This design comes from an exercise in tuning for small area, a short achievable clock period and few clock cycles per item on the open sky130 flow, not from production work. At most, simulation tests tie the RTL to the original design; equivalence was not proved. No functional check of the RTL was part of run 1. No activity file was given, so power comes from the tool's default toggle rates.

==> flow/design.v, too long to show whole: its modules and the start of the top module <==
// module mult32x32_arith: 2453 lines
// module mult32x32_xn: 6 lines
// module mult32x32_bsel: 6 lines
// module mult32x32_fa: 7 lines
// module mult32x32_ha: 7 lines
// module mult32x32_fsm: 8 lines
// module mult32x32: 20 lines
module mult32x32 (
    input logic clk,             
    input logic reset,           
    input logic start,           
    input logic [31:0] a,        
    input logic [31:0] b,        
    output logic busy,           
    output logic [63:0] product  
);
  // ...
==> flow/flow/run.sh <==
#!/bin/bash
# Standard ORFS layout, with a plain buffer on each port and a tighter
# setup target for repair_timing.
set -euo pipefail
export BUFFER_PORTS_ARGS="-buffer_cell sky130_fd_sc_hd__buf_2"
export SETUP_SLACK_MARGIN=5.75
bash standard.sh > standard.log 2>&1
==> flow/standard.sh <==
#!/bin/bash
# synth_recipe.tcl (not shown) runs the flow's synth.tcl, then flattens the netlist and writes it again
# the make line also repeats each setting of config.mk as NAME=value (left out here)
make -C /OpenROAD-flow-scripts/flow DESIGN_CONFIG=/design/flow/config.mk WORK_HOME=/design/flow/orfs CLKGATE_MAP_FILE= SYNTH_SCRIPT=/design/flow/synth_recipe.tcl "${@:-finish}"
==> flow/config.mk <==
export PLATFORM = sky130hd
export DESIGN_NAME = mult32x32
export DESIGN_NICKNAME = mult32x32
export VERILOG_FILES = /design/flow/design.v
export SDC_FILE = /design/flow/constraint.sdc
export NUM_CORES = 4
export LEC_CHECK = 0
export CAP_MARGIN = 20
export CORE_MARGIN = 2
export CORE_UTILIZATION = 40
export SLEW_MARGIN = 20
export SYNTH_HIERARCHICAL = 1
export SYNTH_MINIMUM_KEEP_SIZE = 0
==> flow/constraint.sdc <==
create_clock -name core_clock -period 12.0 [get_ports {clk}]
set_input_delay 2.4000 -clock core_clock [delete_from_list [all_inputs] [get_ports {clk}]]
set_output_delay 2.4000 -clock core_clock [all_outputs]
set_load 0.01 [all_outputs]
==> impl_metrics.sql, run 1 <==
INSERT INTO impl_metrics (metric_group, metric, value, unit) VALUES
('clocking', 'clock_latency', '460', 'ps'),
('critical_path', 'reg2regPathDepth', '2', ''),
('min_path', 'worst_hold_path.endpoint', 'arith.valid$_DFFE_PP0P_', ''),
('synth', 'synth_cells', '2534', ''),
('route', 'detail_route.drc_violations', '0', ''),
('sta', 'clock.fmax', '158.4', 'MHz'),
('synth', 'yosys.area.top_type', 'sky130_fd_sc_hd__fa_1', ''),
('min_path', 'min-delay-start', 'arith.valid$_DFFE_PP0P_', ''),
('route', 'met1_routed_length', '42090', 'µm'),
('clocking', 'cts-buffers-inserted', '17', ''),
('placement', 'globalplace.congestion', '0.9804', ''),
('finish', 'multiInputGateArea', '23640', 'µm²'),
('critical_path', 'required', '12190', 'ps'),
('finish', 'largest-register', 'arith.sum_q', ''),
('run_status', 'status', 'timing/DRC/antenna clean', ''),
('power_and_ir_drop', 'p_comb', '8060', 'µW'),
('power_and_ir_drop', 'share_clk_of_total_power', '0.054', ''),
('synth', 'post_synth_num_cell_types', '62', ''),
('finish', 'clock_cell_share_of_area', '0.01794', ''),
('finish', 'flow.area_growth_from_synthesis', '21.37', '%'),
('placement', 'placedInstanceArea', '29230', 'µm²'),
('synth', 'post_synth_edffs', '127', ''),
('critical_path', 'critical_path_capture_point', 'arith.carry_q[23]$_DFFE_PP_', ''),
('sta', 'slew_limit_fails', '0', ''),
('power_and_ir_drop', 'internal-power', '4901', 'µW'),
('synth', 'ys_async_sr_fraction', '0.007813', ''),
('synth', 'synth_top_cells_by_area', 'sky130_fd_sc_hd__fa_1 (35%), sky130_fd_sc_hd__xnor2_1 (18%), sky130_fd_sc_hd__edfxtp_1 (14%), sky130_fd_sc_hd__o22ai_1 (12%), sky130_fd_sc_hd__ha_1 (6.0%)', ''),
('synth', 'yosys.area_share.xor_xnor', '0.1844', ''),
('finish', 'clock_buffer_count', '17', '');
==> inputs of run 2 (changes only) <==
--- a/flow/design.v
+++ b/flow/design.v
@@ -8,80 +8,96 @@
 );
-logic one0, two0, neg0;
+logic neg0;
 logic [32:0] xn0;
-logic onen0, twon0, sgn0;
+logic sgn0;
+logic onen0, twon0;
 logic [32:0] pp0;
 logic [32:0] x0;
-logic one1, two1, neg1;
+logic neg1;
 logic [32:0] xn1;
-logic onen1, twon1, sgn1;
+logic sgn1;
+logic onen1, twon1;
 logic [32:0] pp1;
 logic [32:0] x1;
-logic one2, two2, neg2;
+logic neg2;
 logic [32:0] xn2;
-logic onen2, twon2, sgn2;
+logic sgn2;
+logic onen2, twon2;
 logic [32:0] pp2;
 logic [32:0] x2;
-logic one3, two3, neg3;
+logic neg3;
 logic [32:0] xn3;
-logic onen3, twon3, sgn3;
+logic sgn3;
+logic onen3, twon3;
 logic [32:0] pp3;
 logic [32:0] x3;
-logic one4, two4, neg4;
+logic neg4;
 logic [32:0] xn4;
-logic onen4, twon4, sgn4;
+logic sgn4;
+logic onen4, twon4;
 logic [32:0] pp4;
 logic [32:0] x4;
-logic one5, two5, neg5;
+logic neg5;
 logic [32:0] xn5;
-logic onen5, twon5, sgn5;
+logic sgn5;
+logic onen5, twon5;
 logic [32:0] pp5;
 logic [32:0] x5;
-logic one6, two6, neg6;
+logic neg6;
 logic [32:0] xn6;
-logic onen6, twon6, sgn6;
+logic sgn6;
+logic onen6, twon6;
 logic [32:0] pp6;
 logic [32:0] x6;
-logic one7, two7, neg7;
+logic neg7;
 logic [32:0] xn7;
-logic onen7, twon7, sgn7;
+logic sgn7;
+logic onen7, twon7;
 logic [32:0] pp7;
 logic [32:0] x7;
-logic one8, two8, neg8;
+logic neg8;
 logic [32:0] xn8;
-logic onen8, twon8, sgn8;
+logic sgn8;
+logic onen8, twon8;
 logic [32:0] pp8;
 logic [32:0] x8;
-logic one9, two9, neg9;
+logic neg9;
 logic [32:0] xn9;
-logic onen9, twon9, sgn9;
+logic sgn9;
+logic onen9, twon9;
 logic [32:0] pp9;
 logic [32:0] x9;
-logic one10, two10, neg10;
+logic neg10;
 logic [32:0] xn10;
-logic onen10, twon10, sgn10;
+logic sgn10;
+logic onen10, twon10;
 logic [32:0] pp10;
 logic [32:0] x10;
-logic one11, two11, neg11;
+logic neg11;
 logic [32:0] xn11;
-logic onen11, twon11, sgn11;
+logic sgn11;
+logic onen11, twon11;
 logic [32:0] pp11;
 logic [32:0] x11;
-logic one12, two12, neg12;
+logic neg12;
 logic [32:0] xn12;
-logic onen12, twon12, sgn12;
+logic sgn12;
+logic onen12, twon12;
 logic [32:0] pp12;
 logic [32:0] x12;
-logic one13, two13, neg13;
+logic neg13;
 logic [32:0] xn13;
-logic onen13, twon13, sgn13;
+logic sgn13;
+logic onen13, twon13;
 logic [32:0] pp13;
 logic [32:0] x13;
-logic one14, two14, neg14;
+logic neg14;
 logic [32:0] xn14;
-logic onen14, twon14, sgn14;
+logic sgn14;
+logic onen14, twon14;
 logic [32:0] pp14;
 logic [32:0] x14;
-logic one15, two15, neg15;
+logic neg15;
 logic [32:0] xn15;
-logic onen15, twon15, sgn15;
+logic sgn15;
+logic onen15, twon15;
 logic [32:0] pp15;
@@ -617,8 +633,6 @@
 logic valid;
-assign one0 = b[0] ^ 1'b0;
-assign two0 = (b[1] & ~b[0] & ~1'b0) | (~b[1] & b[0] & 1'b0);
 assign neg0 = b[1] & ~(b[0] & 1'b0);
-assign onen0 = ~one0;
-assign twon0 = ~two0;
 assign sgn0 = ~b[1];
+mult32x32_xn eo0 (.a(b[0]), .s(1'b0), .y(onen0));
+mult32x32_twon et0 (.b2(b[1]), .b1(b[0]), .b0(1'b0), .y(twon0));
 mult32x32_xn x0_0 (.a(a[0]), .s(b[1]), .y(xn0[0]));
@@ -689,8 +703,6 @@
 mult32x32_bsel p0_32 (.onen(onen0), .twon(twon0), .xn0(xn0[32]), .xn1(xn0[31]), .pp(pp0[32]));
-assign one1 = b[2] ^ b[1];
-assign two1 = (b[3] & ~b[2] & ~b[1]) | (~b[3] & b[2] & b[1]);
 assign neg1 = b[3] & ~(b[2] & b[1]);
-assign onen1 = ~one1;
-assign twon1 = ~two1;
 assign sgn1 = ~b[3];
+mult32x32_xn eo1 (.a(b[2]), .s(b[1]), .y(onen1));
+mult32x32_twon et1 (.b2(b[3]), .b1(b[2]), .b0(b[1]), .y(twon1));
 mult32x32_xn x1_0 (.a(a[0]), .s(b[3]), .y(xn1[0]));
@@ -761,8 +773,6 @@
 mult32x32_bsel p1_32 (.onen(onen1), .twon(twon1), .xn0(xn1[32]), .xn1(xn1[31]), .pp(pp1[32]));
-assign one2 = b[4] ^ b[3];
-assign two2 = (b[5] & ~b[4] & ~b[3]) | (~b[5] & b[4] & b[3]);
 assign neg2 = b[5] & ~(b[4] & b[3]);
-assign onen2 = ~one2;
-assign twon2 = ~two2;
 assign sgn2 = ~b[5];
+mult32x32_xn eo2 (.a(b[4]), .s(b[3]), .y(onen2));
+mult32x32_twon et2 (.b2(b[5]), .b1(b[4]), .b0(b[3]), .y(twon2));
 mult32x32_xn x2_0 (.a(a[0]), .s(b[5]), .y(xn2[0]));
@@ -833,8 +843,6 @@
 mult32x32_bsel p2_32 (.onen(onen2), .twon(twon2), .xn0(xn2[32]), .xn1(xn2[31]), .pp(pp2[32]));
-assign one3 = b[6] ^ b[5];
-assign two3 = (b[7] & ~b[6] & ~b[5]) | (~b[7] & b[6] & b[5]);
 assign neg3 = b[7] & ~(b[6] & b[5]);
-assign onen3 = ~one3;
-assign twon3 = ~two3;
 assign sgn3 = ~b[7];
+mult32x32_xn eo3 (.a(b[6]), .s(b[5]), .y(onen3));
+mult32x32_twon et3 (.b2(b[7]), .b1(b[6]), .b0(b[5]), .y(twon3));
 mult32x32_xn x3_0 (.a(a[0]), .s(b[7]), .y(xn3[0]));
@@ -905,8 +913,6 @@
 mult32x32_bsel p3_32 (.onen(onen3), .twon(twon3), .xn0(xn3[32]), .xn1(xn3[31]), .pp(pp3[32]));
-assign one4 = b[8] ^ b[7];
-assign two4 = (b[9] & ~b[8] & ~b[7]) | (~b[9] & b[8] & b[7]);
 assign neg4 = b[9] & ~(b[8] & b[7]);
-assign onen4 = ~one4;
-assign twon4 = ~two4;
 assign sgn4 = ~b[9];
+mult32x32_xn eo4 (.a(b[8]), .s(b[7]), .y(onen4));
+mult32x32_twon et4 (.b2(b[9]), .b1(b[8]), .b0(b[7]), .y(twon4));
 mult32x32_xn x4_0 (.a(a[0]), .s(b[9]), .y(xn4[0]));
@@ -977,8 +983,6 @@
 mult32x32_bsel p4_32 (.onen(onen4), .twon(twon4), .xn0(xn4[32]), .xn1(xn4[31]), .pp(pp4[32]));
-assign one5 = b[10] ^ b[9];
-assign two5 = (b[11] & ~b[10] & ~b[9]) | (~b[11] & b[10] & b[9]);
 assign neg5 = b[11] & ~(b[10] & b[9]);
-assign onen5 = ~one5;
-assign twon5 = ~two5;
 assign sgn5 = ~b[11];
+mult32x32_xn eo5 (.a(b[10]), .s(b[9]), .y(onen5));
+mult32x32_twon et5 (.b2(b[11]), .b1(b[10]), .b0(b[9]), .y(twon5));
 mult32x32_xn x5_0 (.a(a[0]), .s(b[11]), .y(xn5[0]));
@@ -1049,8 +1053,6 @@
 mult32x32_bsel p5_32 (.onen(onen5), .twon(twon5), .xn0(xn5[32]), .xn1(xn5[31]), .pp(pp5[32]));
-assign one6 = b[12] ^ b[11];
-assign two6 = (b[13] & ~b[12] & ~b[11]) | (~b[13] & b[12] & b[11]);
 assign neg6 = b[13] & ~(b[12] & b[11]);
-assign onen6 = ~one6;
-assign twon6 = ~two6;
 assign sgn6 = ~b[13];
+mult32x32_xn eo6 (.a(b[12]), .s(b[11]), .y(onen6));
+mult32x32_twon et6 (.b2(b[13]), .b1(b[12]), .b0(b[11]), .y(twon6));
 mult32x32_xn x6_0 (.a(a[0]), .s(b[13]), .y(xn6[0]));
@@ -1121,8 +1123,6 @@
 mult32x32_bsel p6_32 (.onen(onen6), .twon(twon6), .xn0(xn6[32]), .xn1(xn6[31]), .pp(pp6[32]));
-assign one7 = b[14] ^ b[13];
-assign two7 = (b[15] & ~b[14] & ~b[13]) | (~b[15] & b[14] & b[13]);
 assign neg7 = b[15] & ~(b[14] & b[13]);
-assign onen7 = ~one7;
-assign twon7 = ~two7;
 assign sgn7 = ~b[15];
+mult32x32_xn eo7 (.a(b[14]), .s(b[13]), .y(onen7));
+mult32x32_twon et7 (.b2(b[15]), .b1(b[14]), .b0(b[13]), .y(twon7));
 mult32x32_xn x7_0 (.a(a[0]), .s(b[15]), .y(xn7[0]));
@@ -1193,8 +1193,6 @@
 mult32x32_bsel p7_32 (.onen(onen7), .twon(twon7), .xn0(xn7[32]), .xn1(xn7[31]), .pp(pp7[32]));
-assign one8 = b[16] ^ b[15];
-assign two8 = (b[17] & ~b[16] & ~b[15]) | (~b[17] & b[16] & b[15]);
 assign neg8 = b[17] & ~(b[16] & b[15]);
-assign onen8 = ~one8;
-assign twon8 = ~two8;
 assign sgn8 = ~b[17];
+mult32x32_xn eo8 (.a(b[16]), .s(b[15]), .y(onen8));
+mult32x32_twon et8 (.b2(b[17]), .b1(b[16]), .b0(b[15]), .y(twon8));
 mult32x32_xn x8_0 (.a(a[0]), .s(b[17]), .y(xn8[0]));
@@ -1265,8 +1263,6 @@
 mult32x32_bsel p8_32 (.onen(onen8), .twon(twon8), .xn0(xn8[32]), .xn1(xn8[31]), .pp(pp8[32]));
-assign one9 = b[18] ^ b[17];
-assign two9 = (b[19] & ~b[18] & ~b[17]) | (~b[19] & b[18] & b[17]);
 assign neg9 = b[19] & ~(b[18] & b[17]);
-assign onen9 = ~one9;
-assign twon9 = ~two9;
 assign sgn9 = ~b[19];
+mult32x32_xn eo9 (.a(b[18]), .s(b[17]), .y(onen9));
+mult32x32_twon et9 (.b2(b[19]), .b1(b[18]), .b0(b[17]), .y(twon9));
 mult32x32_xn x9_0 (.a(a[0]), .s(b[19]), .y(xn9[0]));
@@ -1337,8 +1333,6 @@
 mult32x32_bsel p9_32 (.onen(onen9), .twon(twon9), .xn0(xn9[32]), .xn1(xn9[31]), .pp(pp9[32]));
-assign one10 = b[20] ^ b[19];
-assign two10 = (b[21] & ~b[20] & ~b[19]) | (~b[21] & b[20] & b[19]);
 assign neg10 = b[21] & ~(b[20] & b[19]);
-assign onen10 = ~one10;
-assign twon10 = ~two10;
 assign sgn10 = ~b[21];
+mult32x32_xn eo10 (.a(b[20]), .s(b[19]), .y(onen10));
+mult32x32_twon et10 (.b2(b[21]), .b1(b[20]), .b0(b[19]), .y(twon10));
 mult32x32_xn x10_0 (.a(a[0]), .s(b[21]), .y(xn10[0]));
@@ -1409,8 +1403,6 @@
 mult32x32_bsel p10_32 (.onen(onen10), .twon(twon10), .xn0(xn10[32]), .xn1(xn10[31]), .pp(pp10[32]));
-assign one11 = b[22] ^ b[21];
-assign two11 = (b[23] & ~b[22] & ~b[21]) | (~b[23] & b[22] & b[21]);
 assign neg11 = b[23] & ~(b[22] & b[21]);
-assign onen11 = ~one11;
-assign twon11 = ~two11;
 assign sgn11 = ~b[23];
+mult32x32_xn eo11 (.a(b[22]), .s(b[21]), .y(onen11));
+mult32x32_twon et11 (.b2(b[23]), .b1(b[22]), .b0(b[21]), .y(twon11));
 mult32x32_xn x11_0 (.a(a[0]), .s(b[23]), .y(xn11[0]));
@@ -1481,8 +1473,6 @@
 mult32x32_bsel p11_32 (.onen(onen11), .twon(twon11), .xn0(xn11[32]), .xn1(xn11[31]), .pp(pp11[32]));
-assign one12 = b[24] ^ b[23];
-assign two12 = (b[25] & ~b[24] & ~b[23]) | (~b[25] & b[24] & b[23]);
 assign neg12 = b[25] & ~(b[24] & b[23]);
-assign onen12 = ~one12;
-assign twon12 = ~two12;
 assign sgn12 = ~b[25];
+mult32x32_xn eo12 (.a(b[24]), .s(b[23]), .y(onen12));
+mult32x32_twon et12 (.b2(b[25]), .b1(b[24]), .b0(b[23]), .y(twon12));
 mult32x32_xn x12_0 (.a(a[0]), .s(b[25]), .y(xn12[0]));
@@ -1553,8 +1543,6 @@
 mult32x32_bsel p12_32 (.onen(onen12), .twon(twon12), .xn0(xn12[32]), .xn1(xn12[31]), .pp(pp12[32]));
-assign one13 = b[26] ^ b[25];
-assign two13 = (b[27] & ~b[26] & ~b[25]) | (~b[27] & b[26] & b[25]);
 assign neg13 = b[27] & ~(b[26] & b[25]);
-assign onen13 = ~one13;
-assign twon13 = ~two13;
 assign sgn13 = ~b[27];
+mult32x32_xn eo13 (.a(b[26]), .s(b[25]), .y(onen13));
+mult32x32_twon et13 (.b2(b[27]), .b1(b[26]), .b0(b[25]), .y(twon13));
 mult32x32_xn x13_0 (.a(a[0]), .s(b[27]), .y(xn13[0]));
@@ -1625,8 +1613,6 @@
 mult32x32_bsel p13_32 (.onen(onen13), .twon(twon13), .xn0(xn13[32]), .xn1(xn13[31]), .pp(pp13[32]));
-assign one14 = b[28] ^ b[27];
-assign two14 = (b[29] & ~b[28] & ~b[27]) | (~b[29] & b[28] & b[27]);
 assign neg14 = b[29] & ~(b[28] & b[27]);
-assign onen14 = ~one14;
-assign twon14 = ~two14;
 assign sgn14 = ~b[29];
+mult32x32_xn eo14 (.a(b[28]), .s(b[27]), .y(onen14));
+mult32x32_twon et14 (.b2(b[29]), .b1(b[28]), .b0(b[27]), .y(twon14));
 mult32x32_xn x14_0 (.a(a[0]), .s(b[29]), .y(xn14[0]));
@@ -1697,8 +1683,6 @@
 mult32x32_bsel p14_32 (.onen(onen14), .twon(twon14), .xn0(xn14[32]), .xn1(xn14[31]), .pp(pp14[32]));
-assign one15 = b[30] ^ b[29];
-assign two15 = (b[31] & ~b[30] & ~b[29]) | (~b[31] & b[30] & b[29]);
 assign neg15 = b[31] & ~(b[30] & b[29]);
-assign onen15 = ~one15;
-assign twon15 = ~two15;
 assign sgn15 = ~b[31];
+mult32x32_xn eo15 (.a(b[30]), .s(b[29]), .y(onen15));
+mult32x32_twon et15 (.b2(b[31]), .b1(b[30]), .b0(b[29]), .y(twon15));
 mult32x32_xn x15_0 (.a(a[0]), .s(b[31]), .y(xn15[0]));
@@ -2465,2 +2449,8 @@
 endmodule
+module mult32x32_twon (
+    input logic b2, b1, b0,
+    output logic y
+);
+assign y = ~((b2 & ~b1 & ~b0) | (~b2 & b1 & b0));
+endmodule
 module mult32x32_fa (
--- a/flow/flow/run.sh
+++ b/flow/flow/run.sh
@@ -5,3 +5,3 @@
 export BUFFER_PORTS_ARGS="-buffer_cell sky130_fd_sc_hd__buf_2"
-export SETUP_SLACK_MARGIN=5.75
+export SETUP_SLACK_MARGIN=5.25
 bash standard.sh > standard.log 2>&1
==> impl_metrics.sql, run 2 <==
INSERT INTO impl_metrics (metric_group, metric, value, unit) VALUES
('global_routing', 'global_route.overflow_total', '0', ''),
('route', 'route.final.wire_length', '103700', 'µm'),
('floorplanning', 'floorplan.die_area', '68950', 'µm²'),
('critical_path', 'timing.critical_path.from', 'b[3]', ''),
('synth', 'yosys-top-cells-count', 'sky130_fd_sc_hd__xnor2_1 (556), sky130_fd_sc_hd__o22ai_1 (529), sky130_fd_sc_hd__fa_1 (469)', ''),
('critical_path', 'rr_startpoint', 'arith.valid$_DFFE_PP0P_', ''),
('synth', 'post_synth_edffs', '127', ''),
('placement', 'globalplace.congestion', '0.9297', ''),
('finish', 'reg.largest.list', 'arith.sum_q: 64 flops, arith.carry_q: 63 flops, arith.valid: 1 flops', ''),
('critical_path', 'required', '12210', 'ps'),
('synth', 'netlist_area', '26740', 'µm²'),
('floorplanning', 'design.core.area', '65980', 'µm²'),
('clocking', 'cts-hold-fix-buffers', '0', ''),
('route', 'detailroute.via_count', '22700', ''),
('critical_path', 'setup.reg_to_reg.worst_slack', '10680', 'ps'),
('clocking', 'max-clock-path-buffers', '2', ''),
('synth', 'yosys.cell_count.top_type', 'sky130_fd_sc_hd__xnor2_1', ''),
('finish', 'flow.area_growth_from_synthesis', '10.83', '%'),
('finish', 'final_layout_size_suffix_gt1_frac', '0.1026', ''),
('floorplanning', 'initial_utilization', '0.4053', ''),
('floorplanning', 'num_rows', '94', ''),
('synth', 'synth_cells', '2483', ''),
('synth', 'synth.top_cell.area_share', '0.3511', ''),
('sta', 'clock.fmax', '151.4', 'MHz'),
('clocking', 'clock_latency', '470', 'ps'),
('clocking', 'clk_transition_reported_paths', '60', 'ps'),
('placement', 'post-dp-hpwl', '78420', 'µm'),
('sta', 'slew_limit_fails', '0', ''),
('sta', 'slew_headroom', '0.3375', ''),
('critical_path', 'setup.worst_path.class', 'in -> reg', ''),
('floorplanning', 'dieWidth', '262.6', 'µm'),
('critical_path', 'cp_max_fo', '40', ''),
('critical_path', 'critPathLaunchType', 'input port', ''),
('route', 'final_antenna_violating_net_count', '0', ''),
('critical_path', 'reg2regPathDepth', '1', ''),
('power_and_ir_drop', 'powerDensity', '322.5', 'nW/µm²'),
('route', 'detail_route.drc_violations', '0', ''),
('clocking', 'number_of_h_tree_levels', '4', ''),
('route', 'detail_route.first_pass.iterations', '6', ''),
('synth', 'synth_top_cells_by_area', 'sky130_fd_sc_hd__fa_1 (35%), sky130_fd_sc_hd__xnor2_1 (18%), sky130_fd_sc_hd__edfxtp_1 (14%), sky130_fd_sc_hd__o22ai_1 (12%), sky130_fd_sc_hd__ha_1 (5.4%)', ''),
('sta', 'worstMarginPinSlew', '993.8', 'ps'),
('sta', 'worst_skew', '0', 'ps'),
('sta', 'post-route-min-period', '6606', 'ps'),
('floorplanning', 'die-height', '262.6', 'µm'),
('clocking', 'cts_tree', 'done', ''),
('power_and_ir_drop', 'maximum_vdd_ir_drop', '0.1569', 'mV'),
('global_routing', 'antenna_found_initial', '2', ''),
('critical_path', 'critPathCaptureType', 'flop', ''),
('run_status', 'status', 'timing/DRC/antenna clean', ''),
('synth', 'post_synth_num_cell_types', '67', ''),
('critical_path', 'worst_r2r_endpoint', 'arith.valid$_DFFE_PP0P_', ''),
('global_routing', 'vias_in_the_first_global_route', '23260', ''),
('job', 'max_cap_viol_count', '0', ''),
('placement', 'port_buffers', '130', ''),
('route', 'vias_per_cell', '6.422', ''),
('synth', 'ys_async_sr_fraction', '0.007813', ''),
('power_and_ir_drop', 'fin_total_pwr', '9560', 'µW'),
('global_routing', 'grt_first_pass_wirelength', '154000', 'µm'),
('critical_path', 'cp_data_arrival_time', '6810', 'ps'),
('finish', 'largest-register', 'arith.sum_q', ''),
('sta', 'timing.final.crit_share', '0.5505', ''),
('finish', 'largest_register_ff_count', '64', ''),
('route', 'number_of_drc_markers_in_iteration_0', '2827', ''),
('synth', 'synth.avg_cell_area', '10.77', 'µm²'),
('critical_path', 'critical_path_capture_point', 'arith.carry_q[34]$_DFFE_PP_', ''),
('clocking', 'tritoncts_num_sinks', '128', ''),
('sta', 'finalSetupViolCount', '0', ''),
('synth', 'yosys.area.top_type', 'sky130_fd_sc_hd__fa_1', ''),
('global_routing', 'grtUsageTotal', '0.2987', ''),
('power_and_ir_drop', 'power.static_leakage', '0.01091', 'µW'),
('global_routing', 'grt_start_max_net_pins', '72', ''),
('synth', 'ys.warnings.count', '7', ''),
('floorplanning', 'pin_count', '132', ''),
('clocking', 'ctsRootBufferMaster', 'sky130_fd_sc_hd__clkbuf_16', ''),
('sta', 'final_hold_viol_count', '0', ''),
('clocking', 'cts-buffers-inserted', '17', ''),
('synth', 'top_ff_cell_synth', 'sky130_fd_sc_hd__edfxtp_1', ''),
('synth', 'synth_seq_area_share', '0.1435', ''),
('finish', 'mostFrequentLayoutCell', 'sky130_fd_sc_hd__xnor2_1', ''),
('route', 'wire_length_per_cell', '29.33', 'µm'),
('sta', 'rsz_0062_raised_after_global_routing', 'false', ''),
('finish', 'design.final.nets', '3308', ''),
('min_path', 'hp-class', 'reg -> reg', ''),
('sta', 'tns', '0', 'ps'),
('finish', 'final_cell_mix', 'sky130_fd_sc_hd__xnor2_1 (540), sky130_fd_sc_hd__o22ai_1 (529), sky130_fd_sc_hd__fa_1 (469), sky130_fd_sc_hd__edfxtp_1 (127), sky130_fd_sc_hd__buf_2 (126)', ''),
('synth', 'synthesis_stage_register_bit_count', '128', '');
[run 2: where the power goes]
group          internal (µW)  total, µW  switching [µW]
sequential              1160       1280             119
combinational           3320       7730            4410
clock                    326        553             226
[run 2: routing by layer]
layer / up-vias / share of wire / global-route usage
met1: 11400 / 0.41 / 0.4153
met3: 225 / 0.11 / 0.07590
met4: 4 / 0.044 / 0.1240
li1: 9515 / - / -
met5: - / 0.00095 / 0.009702
met2: 1554 / 0.43 / 0.4422
[run 2: cell type report]
type | count | area (µm²)
clock inverter | 13 | 162.7
inverter | 79 | 296.5
timing repair buffer | 185 | 1136
multi-input combinational | 2246 | 22690
clock buffer | 19 | 432.9
tap | 864 | 1081
antenna | 1 | 2.502
sequential | 128 | 3840
fill | 6195 | 36340
[run 2: kinds of logic after synthesis]
kind of cell,Yosys count,synth area share
xor gates and xnor gates,583,0.1909
other,2,0.0002808
AOI/OAI and AO/OA,754,0.1812
and+or+nand+nor,316,0.06143
adders and majority gates,584,0.4049
buffers and inverters,111,0.01586
muxes,5,0.001871
DFF,128,0.1435
[run 2: timing repair]
| item | CTS | global route |
|---|---|---|
| resized for setup | 5 | 11 |
| hold endpoints to repair | 0 | 0 |
| setup buffers | 0 | 8 |
| endpoints found under the setup margin | 25 | 30 |
| pin swaps | 0 | 1 |
[run 2: critical path, cell delays in order]
cell,delay [ps]
sky130_fd_sc_hd__buf_2,90
sky130_fd_sc_hd__buf_6,400
sky130_fd_sc_hd__nor3b_1,140
sky130_fd_sc_hd__a21oi_2,140
sky130_fd_sc_hd__buf_4,400
sky130_fd_sc_hd__o22ai_1,200
sky130_fd_sc_hd__fa_1,530
sky130_fd_sc_hd__fa_1,580
sky130_fd_sc_hd__fa_1,470
sky130_fd_sc_hd__fa_1,450
sky130_fd_sc_hd__fa_1,540
sky130_fd_sc_hd__fa_1,430
[run 2: metrics by stage]
stage | worst slack [ps] | cells | instance area [µm²] | hold WS (ps) | util
6_report | 5394 | 3535 | 29640 | 1247 | 0.4492
4_1_cts | 5293 | 3526 | 29510 | 1262 | 0.4472
5_1_grt | 5259 | 3535 | 29640 | 1325 | 0.4492
3_5_place_dp | 4528 | 3494 | 28890 | 1249 | 0.4379
3_3_place_gp | 4595 | 3494 | 28890 | 1216 | 0.4379
2_1_floorplan | 5273 | 2485 | 26920 | 828.7 | -
[run 2: worst min path at each step]
stage,start,endpoint,slack (ps),cells after the start
2_1_floorplan,arith.valid$_DFFE_PP0P_,arith.valid$_DFFE_PP0P_,830,2
3_3_place_gp,arith.valid$_DFFE_PP0P_,arith.valid$_DFFE_PP0P_,1220,1
3_5_place_dp,arith.valid$_DFFE_PP0P_,arith.valid$_DFFE_PP0P_,1250,1
4_1_cts,arith.valid$_DFFE_PP0P_,arith.valid$_DFFE_PP0P_,1260,1
5_1_grt,arith.valid$_DFFE_PP0P_,arith.valid$_DFFE_PP0P_,1320,1
6_report,arith.valid$_DFFE_PP0P_,arith.valid$_DFFE_PP0P_,1250,1
[run 2: per-module statistics from Yosys, one instance, submodules excluded, a selection]
| module | cell area [µm²] | times used | cells | flip-flops and latches |
|---|---|---|---|---|
| mult32x32_twon | 18.77 | 16 | 3 | 0 |
| mult32x32_xn | 8.758 | 528 | 1 | 0 |
| mult32x32_arith | 8596 | 1 | 866 | 128 |
| mult32x32_bsel | 6.256 | 528 | 1 | 0 |
| mult32x32_fsm | 18.77 | 1 | 3 | 0 |
| mult32x32_fa | 20.02 | 469 | 1 | 0 |
| mult32x32_ha | 12.51 | 41 | 1 | 0 |
Testbench counts of run 2, summed over its fixed seeds: cycles 3,200, items 3,200.
==> inputs of run 3 (changes only) <==
--- a/flow/flow/run.sh
+++ b/flow/flow/run.sh
@@ -5,3 +5,3 @@
 export BUFFER_PORTS_ARGS="-buffer_cell sky130_fd_sc_hd__buf_2"
-export SETUP_SLACK_MARGIN=5.25
+export SETUP_SLACK_MARGIN=5.75
 bash standard.sh > standard.log 2>&1
==> impl_metrics.sql, run 3 <==
INSERT INTO impl_metrics (metric_group, metric, value, unit) VALUES
('global_routing', 'vias_in_the_first_global_route', '23670', ''),
('clocking', 'clock_latency', '450', 'ps'),
('critical_path', 'required', '12170', 'ps'),
('synth', 'synthesis_stage_register_bit_count', '128', ''),
('route', 'vias_per_cell', '6.520', ''),
('finish', 'multiInputGateArea', '23690', 'µm²'),
('synth', 'post_synth_edffs', '127', ''),
('clocking', 'cts_tree', 'done', ''),
('finish', 'largest_register_ff_count', '64', ''),
('finish', 'largest-register', 'arith.sum_q', ''),
('power_and_ir_drop', 'powerDensity', '316.4', 'nW/µm²'),
('route', 'number_of_drc_markers_in_iteration_0', '3138', ''),
('clocking', 'tritoncts_num_sinks', '128', ''),
('critical_path', 'cp_data_arrival_time', '6390', 'ps'),
('finish', 'mostFrequentLayoutCell', 'sky130_fd_sc_hd__xnor2_1', ''),
('clocking', 'max-clock-path-buffers', '2', ''),
('synth', 'netlist_area', '26740', 'µm²'),
('placement', 'placedInstanceArea', '29410', 'µm²'),
('global_routing', 'antenna_found_initial', '8', ''),
('floorplanning', 'dieWidth', '262.6', 'µm'),
('sta', 'finalSetupViolCount', '0', ''),
('finish', 'flow.area_growth_from_synthesis', '19.20', '%'),
('sta', 'post-route-min-period', '6223', 'ps'),
('synth', 'yosys-top-cells-count', 'sky130_fd_sc_hd__xnor2_1 (556), sky130_fd_sc_hd__o22ai_1 (529), sky130_fd_sc_hd__fa_1 (469)', ''),
('global_routing', 'grt_first_pass_wirelength', '153300', 'µm'),
('synth', 'synth_top_cells_by_area', 'sky130_fd_sc_hd__fa_1 (35%), sky130_fd_sc_hd__xnor2_1 (18%), sky130_fd_sc_hd__edfxtp_1 (14%), sky130_fd_sc_hd__o22ai_1 (12%), sky130_fd_sc_hd__ha_1 (5.4%)', ''),
('finish', 'layout.cell_area.non_filler', '31880', 'µm²'),
('sta', 'slew_headroom', '0.2822', ''),
('critical_path', 'setup.worst_path.class', 'in -> reg', ''),
('finish', 'design.final.nets', '3376', ''),
('clocking', 'clk_transition_reported_paths', '60', 'ps'),
('power_and_ir_drop', 'power.net_switching', '5048', 'µW'),
('finish', 'final_cell_mix', 'sky130_fd_sc_hd__xnor2_1 (540), sky130_fd_sc_hd__o22ai_1 (488), sky130_fd_sc_hd__fa_1 (433), sky130_fd_sc_hd__edfxtp_1 (127), sky130_fd_sc_hd__buf_2 (117)', ''),
('synth', 'synth_seq_area_share', '0.1435', ''),
('route', 'detailroute.via_count', '23490', ''),
('synth', 'yosys.area.top_type', 'sky130_fd_sc_hd__fa_1', ''),
('route', 'final_antenna_violating_net_count', '0', ''),
('floorplanning', 'design.core.area', '65980', 'µm²'),
('run_status', 'status', 'timing/DRC/antenna clean', ''),
('synth', 'ys.warnings.count', '7', ''),
('sta', 'worstMarginPinSlew', '1077', 'ps'),
('route', 'detail_route.drc_violations', '0', ''),
('job', 'max_cap_viol_count', '0', ''),
('sta', 'rsz_0062_raised_after_global_routing', 'true', ''),
('floorplanning', 'die-height', '262.6', 'µm'),
('finish', 'reg.largest.list', 'arith.sum_q: 64 flops, arith.carry_q: 63 flops, arith.valid: 1 flops', ''),
('synth', 'synth.avg_cell_area', '10.77', 'µm²'),
('route', 'route.final.wire_length', '105500', 'µm'),
('power_and_ir_drop', 'power.share.sequential', '0.128', ''),
('finish', 'area.sequential', '3840', 'µm²'),
('sta', 'worst_skew', '0', 'ps'),
('global_routing', 'global_route.overflow_total', '0', ''),
('synth', 'yosys.cell_count.top_type', 'sky130_fd_sc_hd__xnor2_1', ''),
('floorplanning', 'pin_count', '132', ''),
('synth', 'synth.top_cell.area_share', '0.3511', ''),
('clocking', 'ctsRootBufferMaster', 'sky130_fd_sc_hd__clkbuf_16', ''),
('floorplanning', 'floorplan.die_area', '68950', 'µm²'),
('finish', 'final_layout_size_suffix_gt1_frac', '0.1673', ''),
('placement', 'port_buffers', '130', ''),
('power_and_ir_drop', 'maximum_vdd_ir_drop', '0.2027', 'mV'),
('power_and_ir_drop', 'internal-power', '5039', 'µW'),
('power_and_ir_drop', 'power.static_leakage', '0.01174', 'µW'),
('route', 'detail_route.first_pass.iterations', '6', ''),
('critical_path', 'cp_max_fo', '17', ''),
('clocking', 'cts-buffers-inserted', '17', ''),
('finish', 'final.fill_count', '5909', ''),
('placement', 'post-dp-hpwl', '74350', 'µm'),
('clocking', 'number_of_h_tree_levels', '4', ''),
('sta', 'tns', '0', 'ps'),
('sta', 'final_hold_viol_count', '0', ''),
('synth', 'top_ff_cell_synth', 'sky130_fd_sc_hd__edfxtp_1', ''),
('min_path', 'hp-class', 'reg -> reg', ''),
('synth', 'synth_cells', '2483', ''),
('power_and_ir_drop', 'p_sw_frac', '0.5005', ''),
('floorplanning', 'num_rows', '94', ''),
('finish', 'final_core_util', '0.4832', ''),
('sta', 'clock.fmax', '160.7', 'MHz'),
('sta', 'slew_limit_fails', '0', ''),
('critical_path', 'critPathCaptureType', 'flop', ''),
('global_routing', 'grtUsageTotal', '0.2953', ''),
('synth', 'ys_async_sr_fraction', '0.007813', ''),
('power_and_ir_drop', 'comb_power_share', '0.820', ''),
('route', 'wire_length_per_cell', '29.28', 'µm'),
('critical_path', 'critPathLaunchType', 'input port', ''),
('placement', 'globalplace.congestion', '0.9645', ''),
('synth', 'post_synth_num_cell_types', '67', ''),
('power_and_ir_drop', 'share_clk_of_total_power', '0.052', ''),
('critical_path', 'setup.reg_to_reg.worst_slack', '10710', 'ps'),
('floorplanning', 'initial_utilization', '0.4053', ''),
('global_routing', 'grt_start_max_net_pins', '78', ''),
('sta', 'timing.final.crit_share', '0.5186', '');
run 3: changes by cell type in the layout (fill, tap and decap cells not counted), sizes merged:
cell,change
buf,+31
clkbuf,+27
a21oi,+4
bufbuf,+4
xnor2,+2
bufinv,-1
clkinv,+1
clkinvlp,+1
inv,-1
run 3: kinds of logic after synthesis:
kind of cell / count (synthesis) / synth area share
simple gates: 316 / 0.06143
fa+ha+maj: 584 / 0.4049
compound gates: 754 / 0.1812
mux: 5 / 0.001871
buf+inv: 111 / 0.01586
xor+xnor: 583 / 0.1909
flops: 128 / 0.1435
other cells: 2 / 0.0002808
run 3: cell type report:
cell class | instances | share of cell area
Timing Repair Buffer | 247 | 0.07520
Clock inverter | 13 | 0.004435
Clock buffer | 19 | 0.01358
Multi-Input combinational cell | 2252 | 0.7430
Inverter | 79 | 0.009302
Tap cell | 864 | 0.03391
Sequential cell | 128 | 0.1205
Antenna cell | 1 | 0.00007850
run 3: power by group through the flow:
stage	Sequential (µW)	Combinational [µW]	Clock (µW)
global route	1310	9100	543
CTS	1280	8020	528
detailed placement	1290	7930	0
floorplan	1210	5050	0
global placement	1290	7730	0
finish	1290	8280	523
run 3: metal layers:
| layer | GRT usage | vias to the layer above | routed length [µm] | part of all wire |
|---|---|---|---|---|
| met4 | 0.1485 | 4 | 6260 | 0.059 |
| met3 | 0.08583 | 344 | 13820 | 0.13 |
| met1 | 0.3994 | 11780 | 41010 | 0.39 |
| met5 | 0 | - | 27 | 0.00026 |
| met2 | 0.4310 | 1705 | 44380 | 0.42 |
| li1 | - | 9662 | - | - |
run 3: modules after synthesis, one instance, submodules excluded, a selection:
| module | flip-flops and latches | cells |
|---|---|---|
| mult32x32_arith | 128 | 866 |
| mult32x32_fa | 0 | 1 |
| mult32x32_twon | 0 | 3 |
| mult32x32_fsm | 0 | 3 |
| mult32x32_xn | 0 | 1 |
| mult32x32_bsel | 0 | 1 |
run 3: repair_timing:
item / in CTS / in global routing
endpoints found under the setup margin: 79 / 63
gates resized for setup: 86 / 91
pin swaps: 15 / 26
setup buffers: 20 / 32
hold buffers: 0 / 0
cloned: 10 / 14
run 3: path summary, 6_finish.rpt:
kind,start,end,cells past startpoint
max in group asynchronous,reset,arith.valid$_DFFE_PP0P_,2
setup / recovery,a[21],arith.carry_q[27]$_DFFE_PP_,9
setup reg to reg,arith.valid$_DFFE_PP0P_,arith.valid$_DFFE_PP0P_,1
hold reg to reg,arith.valid$_DFFE_PP0P_,arith.valid$_DFFE_PP0P_,1
min in group asynchronous,reset,arith.valid$_DFFE_PP0P_,2
hold / removal,arith.valid$_DFFE_PP0P_,arith.valid$_DFFE_PP0P_,1
run 3: through the flow:
stage          hold WS, ps  setup WS (ps)  instances  power, µW
3_3_place_gp          1235           4612       3494       9013
3_5_place_dp          1258           4557       3494       9216
6_report              1215           5777       3603      10090
5_1_grt               1325           5711       3603      10950
2_1_floorplan        828.7           5721       2485       6252
4_1_cts               1261           5752       3556       9830
run 3: critical path, stage by stage:
cell and delay (ps):
sky130_fd_sc_hd__buf_2 590, sky130_fd_sc_hd__xnor2_1 280, sky130_fd_sc_hd__o22ai_1 150, sky130_fd_sc_hd__ha_1 340, sky130_fd_sc_hd__fa_1 500, sky130_fd_sc_hd__fa_1 550, sky130_fd_sc_hd__fa_1 460, sky130_fd_sc_hd__fa_2 610
sky130_fd_sc_hd__fa_1 470
==> inputs of run 4 (changes only) <==
--- a/flow/flow/run.sh
+++ b/flow/flow/run.sh
@@ -5,3 +5,3 @@
 export BUFFER_PORTS_ARGS="-buffer_cell sky130_fd_sc_hd__buf_2"
-export SETUP_SLACK_MARGIN=5.75
+export SETUP_SLACK_MARGIN=5.5
 bash standard.sh > standard.log 2>&1
==> impl_metrics.sql, run 4 <==
INSERT INTO impl_metrics (metric_group, metric, value, unit) VALUES
('run_status', 'status', 'timing/DRC/antenna clean', ''),
('global_routing', 'use_met3', '0.07740', ''),
('floorplanning', 'num_rows', '94', ''),
('route', 'final_antenna_violating_net_count', '0', ''),
('critical_path', 'critPathLaunchType', 'input port', ''),
('synth', 'synth.avg_cell_area', '10.77', 'µm²'),
('synth', 'top_ff_cell_synth', 'sky130_fd_sc_hd__edfxtp_1', ''),
('synth', 'yosys.cell_count.top_type', 'sky130_fd_sc_hd__xnor2_1', ''),
('critical_path', 'timing.critical_path.from', 'b[1]', ''),
('critical_path', 'setup.worst_path.class', 'in -> reg', ''),
('synth', 'ys.warnings.count', '7', ''),
('global_routing', 'global_route.overflow_total', '0', ''),
('critical_path', 'cp_max_fo', '36', ''),
('finish', 'design.final.nets', '3319', ''),
('sta', 'slew_headroom', '0.2927', ''),
('synth', 'synth_top_cells_by_area', 'sky130_fd_sc_hd__fa_1 (35%), sky130_fd_sc_hd__xnor2_1 (18%), sky130_fd_sc_hd__edfxtp_1 (14%), sky130_fd_sc_hd__o22ai_1 (12%), sky130_fd_sc_hd__ha_1 (5.4%)', ''),
('route', 'detail_route.first_pass.iterations', '6', ''),
('route', 'wire_length_per_cell', '27.75', 'µm'),
('synth', 'netlist_area', '26740', 'µm²'),
('synth', 'post_synth_edffs', '127', ''),
('finish', 'flow.area_growth_from_synthesis', '12.80', '%'),
('floorplanning', 'design.core.area', '65980', 'µm²'),
('clocking', 'cts_tree', 'done', ''),
('min_path', 'hp-class', 'reg -> reg', ''),
('critical_path', 'critPathCaptureType', 'flop', ''),
('critical_path', 'setup.reg_to_reg.worst_slack', '10720', 'ps'),
('finish', 'final_core_util', '0.4572', ''),
('sta', 'slew_limit_fails', '0', ''),
('sta', 'tns', '0', 'ps'),
('critical_path', 'reg2regPathDepth', '1', ''),
('route', 'number_of_drc_markers_in_iteration_0', '2739', ''),
('route', 'vias_per_cell', '6.360', ''),
('finish', 'layout.cell_area.non_filler', '30170', 'µm²'),
('critical_path', 'worst_r2r_endpoint', 'arith.valid$_DFFE_PP0P_', ''),
('sta', 'finalSetupViolCount', '0', ''),
('global_routing', 'gr-usage-met1', '0.3908', ''),
('power_and_ir_drop', 'share_clk_of_total_power', '0.050', ''),
('finish', 'final-instance-count-excl-fill', '3547', ''),
('floorplanning', 'initial_utilization', '0.4053', ''),
('global_routing', 'grt_first_pass_wirelength', '148100', 'µm'),
('power_and_ir_drop', 'power.share.sequential', '0.130', ''),
('power_and_ir_drop', 'internal-power', '4840', 'µW'),
('power_and_ir_drop', 'power.net_switching', '4916', 'µW'),
('sta', 'post-route-min-period', '6424', 'ps'),
('critical_path', 'required', '12180', 'ps'),
('synth', 'synth_seq_area_share', '0.1435', ''),
('clocking', 'tritoncts_num_sinks', '128', ''),
('placement', 'placedCellCount', '3492', ''),
('power_and_ir_drop', 'power.static_leakage', '0.01108', 'µW'),
('floorplanning', 'floorplan.die_area', '68950', 'µm²'),
('placement', 'placedInstanceArea', '29070', 'µm²'),
('power_and_ir_drop', 'comb_power_share', '0.819', ''),
('route', 'route.final.wire_length', '98440', 'µm'),
('global_routing', 'antenna_found_initial', '6', ''),
('finish', 'largest_register_ff_count', '64', ''),
('finish', 'final_cell_mix', 'sky130_fd_sc_hd__xnor2_1 (540), sky130_fd_sc_hd__o22ai_1 (528), sky130_fd_sc_hd__fa_1 (469), sky130_fd_sc_hd__buf_2 (128), sky130_fd_sc_hd__edfxtp_1 (127)', ''),
('sta', 'final_hold_viol_count', '0', ''),
('sta', 'clock.fmax', '155.7', 'MHz'),
('finish', 'final_layout_size_suffix_gt1_frac', '0.1138', ''),
('clocking', 'clk_transition_reported_paths', '60', 'ps'),
('clocking', 'max-clock-path-buffers', '2', ''),
('global_routing', 'grt_start_max_net_pins', '72', ''),
('placement', 'globalplace.congestion', '0.9380', ''),
('floorplanning', 'pin_count', '132', ''),
('synth', 'synth.top_cell.area_share', '0.3511', ''),
('clocking', 'clock_latency', '440', 'ps'),
('power_and_ir_drop', 'maximum_vdd_ir_drop', '0.2147', 'mV'),
('route', 'detail_route.drc_violations', '0', ''),
('placement', 'port_buffers', '130', ''),
('clocking', 'cts-buffers-inserted', '17', ''),
('global_routing', 'grtUsageTotal', '0.2839', '');
## run 4: area by class of cell
cell class	count	area [µm²]
Fill cell	6144	35810
Antenna cell	2	5.005
Timing Repair Buffer	191	1328
Multi-Input combinational cell	2251	23060
Tap cell	864	1081
Clock inverter	15	127.6
Inverter	79	296.5
Clock buffer	17	425.4
Sequential cell	128	3840
## run 4: metal layers
| metal | vias to the layer above | part of all wire |
|---|---|---|
| met5 | - | 0.00038 |
| met4 | 6 | 0.044 |
| met3 | 238 | 0.11 |
| met2 | 1396 | 0.43 |
| met1 | 11370 | 0.41 |
| li1 | 9552 | - |
## run 4: Yosys stat by module (local to each module, per instance), a selection
| module | cells inside | copies in the design | flip-flops and latches |
|---|---|---|---|
| mult32x32_twon | 3 | 16 | 0 |
| mult32x32_arith | 866 | 1 | 128 |
| mult32x32_bsel | 1 | 528 | 0 |
| mult32x32_ha | 1 | 41 | 0 |
| mult32x32_fsm | 3 | 1 | 0 |
| mult32x32_xn | 1 | 528 | 0 |
| mult32x32_fa | 1 | 469 | 0 |
## run 4: worst max-delay path, stage by stage
cell and delay [ps]:
sky130_fd_sc_hd__buf_2 250, sky130_fd_sc_hd__buf_6 450, sky130_fd_sc_hd__inv_1 220, sky130_fd_sc_hd__o22ai_1 330, sky130_fd_sc_hd__fa_1 490, sky130_fd_sc_hd__fa_1 530
sky130_fd_sc_hd__fa_1 450, sky130_fd_sc_hd__fa_1 440, sky130_fd_sc_hd__fa_1 550, sky130_fd_sc_hd__fa_1 420
## run 4: power groups by stage
stage / Clock [µW] / Combinational (µW) / Sequential [µW]
6_report: 493 / 7990 / 1270
5_1_grt: 519 / 8830 / 1290
4_1_cts: 502 / 7870 / 1270
3_5_place_dp: 0 / 7830 / 1280
3_3_place_gp: 0 / 7620 / 1280
2_1_floorplan: 0 / 5000 / 1210
## run 4: repair_timing
| item | 4_1_cts | 5_1_grt |
|---|---|---|
| hold buffers | 0 | 0 |
| resized for setup | 35 | 39 |
| endpoints found under the setup margin | 62 | 53 |
| gates cloned | 5 | 0 |
| pin swaps | 5 | 5 |
| setup buffers | 11 | 5 |
## run 4: worst min-delay path by stage
| stage | from | end | slack (ps) | depth (start not counted) |
|---|---|---|---|---|
| 2_1_floorplan | arith.valid$_DFFE_PP0P_ | arith.valid$_DFFE_PP0P_ | 830 | 2 |
| 3_3_place_gp | arith.valid$_DFFE_PP0P_ | arith.valid$_DFFE_PP0P_ | 1220 | 1 |
| 3_5_place_dp | arith.valid$_DFFE_PP0P_ | arith.valid$_DFFE_PP0P_ | 1240 | 1 |
| 4_1_cts | arith.valid$_DFFE_PP0P_ | arith.valid$_DFFE_PP0P_ | 1260 | 1 |
| 5_1_grt | arith.valid$_DFFE_PP0P_ | arith.valid$_DFFE_PP0P_ | 1320 | 1 |
| 6_report | arith.valid$_DFFE_PP0P_ | arith.valid$_DFFE_PP0P_ | 1210 | 1 |
## run 4: cell families (layout without fill, tap and decap cells)
group	after synthesis	count (layout)	share of synthesized area
xor+xnor	583	584	0.1909
buf+inv	111	302	0.01586
other cells	2	6	0.0002808
simple gates	316	316	0.06143
compound gates	754	758	0.1812
mux	5	5	0.001871
fa+ha+maj	584	584	0.4049
flops	128	128	0.1435
## run 4: through the flow
stage / hold slack (ps) / worst slack, ps
after detailed placement: 1240 / 4583
final: 1209 / 5576
after CTS: 1255 / 5467
after global routing: 1319 / 5475
after global placement: 1218 / 4644
after floorplan: 828.7 / 5504

separate check: timing with driven ports:
The results above use ideal ports. As a check the final layouts listed here were re-extracted and re-timed, cells and wires unchanged.
Step 1 (the two cells are an assumption about what drives the block):
set clk [get_ports {clk}]
set_driving_cell -lib_cell sky130_fd_sc_hd__clkbuf_16 $clk
set_driving_cell -lib_cell sky130_fd_sc_hd__buf_2 [delete_from_list [all_inputs] $clk]
Step 2 also shifts input and output timing later by t, the mid clock arrival at the registers, as if the neighbouring blocks saw the same clock.
a / b / c = no drivers / after step 1 / after step 2; a / b = the first two.
run	t (ns)	setup WS [ns]	worst setup path at the end	cell pins on the clock port's net
run 1	0.516	5.685 / 5.701 / 5.185	input to register	1
run 2	0.528	5.394 / 5.382 / 4.868	input to register	1
run 3	0.502	5.777 / 5.775 / 5.303	input to register	1
run 4	0.497	5.576 / 5.553 / 5.105	input to register	1
After both steps setup and hold are still met in every run listed. For run 2, which loses most, drivers alone change the setup slack by -0.012 ns; drivers and shift together by -0.526 ns.
